Context: an optimization exercise on an open-source flow, tuned for small area. The choices shown serve that exercise and are no tape-out recipe.
Function was checked by simulation only, so behaviour that the tests miss may differ from the original.

==> module DivSteps, before the edit <==
module DivSteps #(parameter int JHI = 15, parameter int JLO = 0)
(
	input  logic [15:0]      WordIn,
	input  logic [15:0]      ND,
	input  logic             En,
	output logic [15:0]      WordOut,
	output logic [JHI:JLO]   Q
);
	logic [15:0] nD;
	logic [16:0] dHigh;    
	logic [15:0] word [JLO:JHI+1];
	assign nD = ND;
	assign dHigh[16] = 1'b0;
	assign word[JHI+1] = WordIn;
	genvar j, k;
	generate
		for (k = 15; k >= 0; k--) begin : dh
			assign dHigh[k] = dHigh[k+1] | ~nD[k];
		end
		for (j = JHI; j >= JLO; j--) begin : step
			localparam int W = 16 - j;
			logic [W-1:0] rp;
			assign rp = word[j+1][15:j];
			if (((JHI - j) % 2) == 0) begin : pos
				logic [W-1:0] diff;
				logic [W:0]   cy;
				assign cy[0] = 1'b1;
				for (k = 0; k < W; k++) begin : b
					assign diff[k] = rp[k] ^ nD[k] ^ cy[k];
					assign cy[k+1] = (rp[k] & nD[k]) | (rp[k] & cy[k]) | (nD[k] & cy[k]);
				end
				assign Q[j] = En & cy[W] & ~dHigh[W];
				if (j == 0) begin : last
					assign word[j] = Q[j] ? diff : rp;
				end else begin : mid
					assign word[j] = {Q[j] ? diff : rp, word[j+1][j-1:0]};
				end
			end else begin : neg
				logic [W-1:0] rpn, diffn;
				logic [W:0]   cyn;
				assign rpn = ~rp;
				assign cyn[0] = 1'b0;
				for (k = 0; k < W; k++) begin : b
					assign diffn[k] = rpn[k] ^ ~nD[k] ^ cyn[k];
					assign cyn[k+1] = (rpn[k] & ~nD[k]) | (rpn[k] & cyn[k]) | (~nD[k] & cyn[k]);
				end
				assign Q[j] = En & ~cyn[W] & ~dHigh[W];
				if (j == 0) begin : last
					assign word[j] = Q[j] ? ~diffn : rp;
				end else begin : mid
					assign word[j] = {Q[j] ? ~diffn : rp, word[j+1][j-1:0]};
				end
			end
		end
	endgenerate
	assign WordOut = word[JLO];
endmodule
export LEC_CHECK = 0
export CAP_MARGIN = 0
export CORE_MARGIN = 2
export CORE_UTILIZATION = 65
export CTS_BUF_LIST = sky130_fd_sc_hd__clkbuf_8
export CTS_CLUSTER_SIZE = 20
export SLEW_MARGIN = 0
create_clock -name core_clock -period 34.0 [get_ports {Clock}]
standard.sh (not shown) runs the stock make flow with config.mk's settings and CLKGATE_MAP_FILE= SYNTH_SCRIPT=/design/flow/synth_recipe.tcl, a recipe that flattens the netlist after the stock synthesis.
==> flow/flow/run.sh <==
#!/bin/bash
# Layout flow: the standard layout (standard.sh) with an area-oriented
# synthesis in front of it.
#  2. the same ORFS synthesis run with flow/my_synth.tcl: Yosys's synth
#     without its quick ABC pass, so that the full adders written in the RTL
#     are extracted as written, and the final ABC mapping with
#     flow/abc_area.script (area-oriented standard-cell mapping).
#  3. flow/regnames.py gives that netlist's flip-flops the standard names
#     (paired by the net on their Q pin); if anything does not pair one to
#     one, the standard netlist is kept.
#  4. standard.sh finish on the chosen netlist, with a buf_1 as the buffer
#     that every input and output port gets.
# Each tool's output goes to a log file of its own in the work folder.
set -uo pipefail
W=$(pwd)
F=$W/flow
R=$W/orfs/results/$FLOW_PLATFORM/AluTop/base
A=$W/area/results/$FLOW_PLATFORM/AluTop/base

bash standard.sh synth > "$W/log_1_standard_synth.txt" 2>&1 || exit 1
cp "$R/1_2_yosys.v" "$W/standard_1_2_yosys.v"

MY_ABC_SCRIPT=$F/abc_area.script bash standard.sh SYNTH_SCRIPT=$F/my_synth.tcl WORK_HOME=$W/area synth \
	> "$W/log_2_area_synth.txt" 2>&1
if [[ -f $A/1_2_yosys.v ]] && python3 "$F/regnames.py" "$W/standard_1_2_yosys.v" "$A/1_2_yosys.v" \
	"$W/area_1_2_yosys.v" > "$W/log_3_regnames.txt" 2>&1; then
	cp "$W/area_1_2_yosys.v" "$R/1_2_yosys.v"
	touch "$R/1_2_yosys.v"
	echo "using the area synthesis" >> "$W/log_3_regnames.txt"
else
	echo "using the standard synthesis" >> "$W/log_3_regnames.txt"
fi

bash standard.sh "BUFFER_PORTS_ARGS=-buffer_cell sky130_fd_sc_hd__buf_1" finish > "$W/log_4_layout.txt" 2>&1
Other scripts of this flow, unchanged in this note and not shown: flow/flow/abc_area.script, flow/flow/my_synth.tcl, flow/flow/regnames.py
Next try:
--- a/flow/design.v
+++ b/flow/design.v
@@ -88,39 +88,21 @@
 			assign dHigh[k] = dHigh[k+1] | ~nD[k];
 		end
 		for (j = JHI; j >= JLO; j--) begin : step
 			localparam int W = 16 - j;
-			logic [W-1:0] rp;
+			logic [W-1:0] rp, diff;
+			logic [W:0]   cy;
 			assign rp = word[j+1][15:j];
-			if (((JHI - j) % 2) == 0) begin : pos
-				logic [W-1:0] diff;
-				logic [W:0]   cy;
-				assign cy[0] = 1'b1;
-				for (k = 0; k < W; k++) begin : b
-					assign diff[k] = rp[k] ^ nD[k] ^ cy[k];
-					assign cy[k+1] = (rp[k] & nD[k]) | (rp[k] & cy[k]) | (nD[k] & cy[k]);
-				end
-				assign Q[j] = En & cy[W] & ~dHigh[W];
-				if (j == 0) begin : last
-					assign word[j] = Q[j] ? diff : rp;
-				end else begin : mid
-					assign word[j] = {Q[j] ? diff : rp, word[j+1][j-1:0]};
-				end
-			end else begin : neg
-				logic [W-1:0] rpn, diffn;
-				logic [W:0]   cyn;
-				assign rpn = ~rp;
-				assign cyn[0] = 1'b0;
-				for (k = 0; k < W; k++) begin : b
-					assign diffn[k] = rpn[k] ^ ~nD[k] ^ cyn[k];
-					assign cyn[k+1] = (rpn[k] & ~nD[k]) | (rpn[k] & cyn[k]) | (~nD[k] & cyn[k]);
-				end
-				assign Q[j] = En & ~cyn[W] & ~dHigh[W];
-				if (j == 0) begin : last
-					assign word[j] = Q[j] ? ~diffn : rp;
-				end else begin : mid
-					assign word[j] = {Q[j] ? ~diffn : rp, word[j+1][j-1:0]};
-				end
+			assign cy[0] = 1'b1;
+			for (k = 0; k < W; k++) begin : b
+				assign diff[k] = rp[k] ^ nD[k] ^ cy[k];
+				assign cy[k+1] = (rp[k] & nD[k]) | (rp[k] & cy[k]) | (nD[k] & cy[k]);
+			end
+			assign Q[j] = En & cy[W] & ~dHigh[W];
+			if (j == 0) begin : last
+				assign word[j] = Q[j] ? diff : rp;
+			end else begin : mid
+				assign word[j] = {Q[j] ? diff : rp, word[j+1][j-1:0]};
 			end
 		end
 	endgenerate
 	assign WordOut = word[JLO];
Outcome:
- The new run completed without violations
- cell area grows by about 0.35%
- routed wire length grows by about 2%
- worst setup slack gets worse by 0.15 ns
- count of clock-buffer cells in the layout does not change
- worst hold slack gets better by 0.016 ns
- die area grows by about 0.5%
- maximum frequency shrinks by about 0.44%
- critical path depth grows by 3
- non-clock buffer count grows by 4
- clock skew shrinks by 0.012 ns
- utilization stays flat
- global-route usage grows by 0.26 points

==> what the ideal ports hide <==
The flow's constraints put no driver on any port. The routed layouts listed below were extracted and timed again, unchanged, in two steps.
Step 1 assumes that a clkbuf_16 drives the clock port and a buf_2 every other input.
Step 2 adds t to the input delays and takes it off the output delays; t is the mean of the earliest and latest rising clock arrival at the registers after step 1. Input paths then give back, and output paths get back, about the clock's delay inside the block.
a / b / c = ideal / step 1 / step 2; a / b = the first two.
| run | shift t [ns] | setup WS [ns] | hold WS [ns] | worst setup path at the end |
|---|---|---|---|---|
| the first run | 0.397 | 1.265 / 1.228 / 1.625 | 0.317 / 0.317 / 0.317 | register to output |
| the second run | 0.393 | 1.120 / 1.088 / 1.480 | 0.333 / 0.333 / 0.333 | register to output |
After both steps setup and hold are still met in every run listed.
